Context: an optimization exercise on an open-source flow, tuned for small area, a short achievable clock period and few clock cycles. The choices shown serve that exercise and are no tape-out recipe.
The RTL was checked by simulation tests, not by an equivalence proof against the original design.
Power figures rest on the tool's default switching activity, not on a simulated workload.

==> flow/design.v <==
`default_nettype none
module rc4(clk,
rst,
key_start,
ct_we,
ct_addr,
ct_data,
pt_addr,
pt_data,
found,
failed,
key
);
input wire clk;
input wire rst;
input wire [23:0] key_start;
input wire ct_we;
input wire [4:0] ct_addr;
input wire [7:0] ct_data;
input wire [4:0] pt_addr;
output wire [7:0] pt_data;
output reg found;
output reg failed;
output wire [23:0] key;
reg [2047:0] S;           
reg [7:0] rot;            
reg [7:0] c;              
reg [7:0] xreg;           
reg [7:0] yreg;           
reg [7:0] qw;             
reg [7:0] j;              
reg [7:0] tv;             
reg [4:0] n;              
reg [1:0] m3;             
reg [23:0] kreg;          
reg s_init, s_ksa, s_c2, s_c3, s_chk;
reg [7:0] e_mem [0:31];   
reg [4:0] d_mem [0:31];
wire [7:0] r0 = S[7:0];
wire [7:0] y = s_ksa ? r0 : yreg;
wire [7:0] q = c + y;
wire [7:0] port = S[{q, 3'b000} +: 8];
wire       we = s_ksa | s_c2 | s_c3;
wire [7:0] waddr = s_c3 ? qw : q;
wire [7:0] x = s_ksa ? r0 : xreg;
wire [7:0] pt = tv ^ e_mem[n];
wire pass = (pt == 8'h20) || ((pt >= 8'h61) && (pt <= 8'h7a));
wire keyend = (kreg >= 24'h3fffff);
wire init = s_init | (s_chk & ~pass & ~keyend);
wire [2047:0] D;
genvar p;
generate
  for (p = 0; p < 255; p = p + 1) begin : g_s
    wire sel = we & (waddr == p + 1);
    assign D[8*p +: 8] = init ? p : (sel ? x : S[8*(p+1) +: 8]);
  end
endgenerate
wire sel255 = we & (waddr == 8'd0);
assign D[2047:2040] = init ? 8'd255 : (s_ksa ? port : (sel255 ? x : r0));
wire [7:0] D1 = D[15:8];
reg [7:0] kb_next;
always @(*) begin
  case (m3)
    2'd0: kb_next = kreg[15:8];
    2'd1: kb_next = kreg[7:0];
    default: kb_next = kreg[23:16];
  endcase
end
wire [23:0] kinc = kreg + 24'd1;
always @(posedge clk) begin
  S <= D;
  rot <= init ? 8'd0 : rot + 8'd1;
  if (ct_we)
    e_mem[ct_addr] <= ct_data;
  if (s_chk)
    d_mem[n] <= pt[4:0];
end
always @(posedge clk) begin
  if (rst) begin
    kreg <= key_start;
    found <= 1'b0;
    failed <= 1'b0;
    s_init <= 1'b1;
    s_ksa <= 1'b0;
    s_c2 <= 1'b0;
    s_c3 <= 1'b0;
    s_chk <= 1'b0;
  end else begin
    s_init <= 1'b0;
    if (s_init) begin
      c <= kreg[23:16];
      m3 <= 2'd0;
      n <= 5'd0;
      j <= 8'd0;
      yreg <= 8'd0;
      s_ksa <= 1'b1;
    end
    if (s_ksa) begin
      m3 <= (m3 == 2'd2) ? 2'd0 : m3 + 2'd1;
      if (rot == 8'd255) begin
        c <= 8'd0;
        yreg <= D1;
        xreg <= D1;
        s_ksa <= 1'b0;
        s_c2 <= 1'b1;
      end else
        c <= q + kb_next - 8'd1;
    end
    if (s_c2) begin
      j <= j + yreg;
      c <= yreg - rot - 8'd1;
      yreg <= port;
      xreg <= port;
      qw <= {3'b000, n} - rot;
      s_c2 <= 1'b0;
      s_c3 <= 1'b1;
    end
    if (s_c3) begin
      tv <= (q == qw) ? xreg : port;
      c <= {3'b000, n} + 8'd1 - rot;
      yreg <= 8'd0;
      s_c3 <= 1'b0;
      s_chk <= 1'b1;
    end
    if (s_chk) begin
      s_chk <= 1'b0;
      if (pass) begin
        if (n == 5'd31)
          found <= 1'b1;
        else begin
          n <= n + 5'd1;
          xreg <= port;
          yreg <= port;
          c <= j - rot - 8'd1;
          s_c2 <= 1'b1;
        end
      end else if (keyend)
        failed <= 1'b1;
      else begin
        kreg <= kinc;
        c <= kinc[23:16];
        m3 <= 2'd0;
        n <= 5'd0;
        j <= 8'd0;
        yreg <= 8'd0;
        s_ksa <= 1'b1;
      end
    end
  end
end
wire [4:0] pt_low = d_mem[pt_addr];
assign pt_data = {1'b0, |pt_low, 1'b1, pt_low};
assign key = kreg;
endmodule
clock: 8.0 ns
lec_check: 0
cap_margin: 20
core_margin: 2
core_utilization: 55
place_density: 0.65
setup_slack_margin: 2.5
slew_margin: 20
tns_end_percent: 20
run.sh (not shown) runs the stock make flow with config.mk's settings and CLKGATE_MAP_FILE= SYNTH_SCRIPT=/design/flow/synth_recipe.tcl, a recipe that flattens the netlist after the stock synthesis.
The starting point finished with timing, DRC and antenna clean.
Testbench counts at the start, summed over its fixed seeds: cycles 183,002.
Change:
- CORE_UTILIZATION: 55 -> 45
- PLACE_DENSITY: 0.65 -> 0.6
- SETUP_SLACK_MARGIN: 2.5 -> 2
=>
- clock power stays flat
- count of clock-buffer cells in the layout climbs by 12
- first-iteration DRC count goes down by a few percent
- worst hold slack got worse by 33 ps
- power barely changes
- area after synthesis stays the same

-- port drivers added, routing unchanged --
How much do the figures lean on ideal ports? The routed layouts below were timed once more, with nothing changed but the port constraints.
Step 1 sets driving cells, clkbuf_16 on the clock port and buf_2 on the other inputs (assumed; they add their load-dependent delay and slew).
Step 2 times the ports against the registers' clock, not the clock port: input delays grow and output delays shrink by t, the midpoint of the rising clock arrivals with the driver on.
Three values: ideal ports, drivers, drivers and shift; two values: the first two.
run | t (ns) | setup slack, ns | hold WS [ns] | worst setup path at the end | cell pins on the clock port's net
the first run | 0.996 | 2.478 / 2.473 / 2.473 | 0.463 / 0.463 / 0.463 | input to output | 1
the second run | 1.016 | 1.979 / 1.979 / 1.979 | 0.431 / 0.431 / 0.431 | register to register | 1
After both steps every run listed still meets setup and hold. For the first run, which loses most, drivers alone change the setup slack by -0.005 ns; drivers and shift together by -0.005 ns.
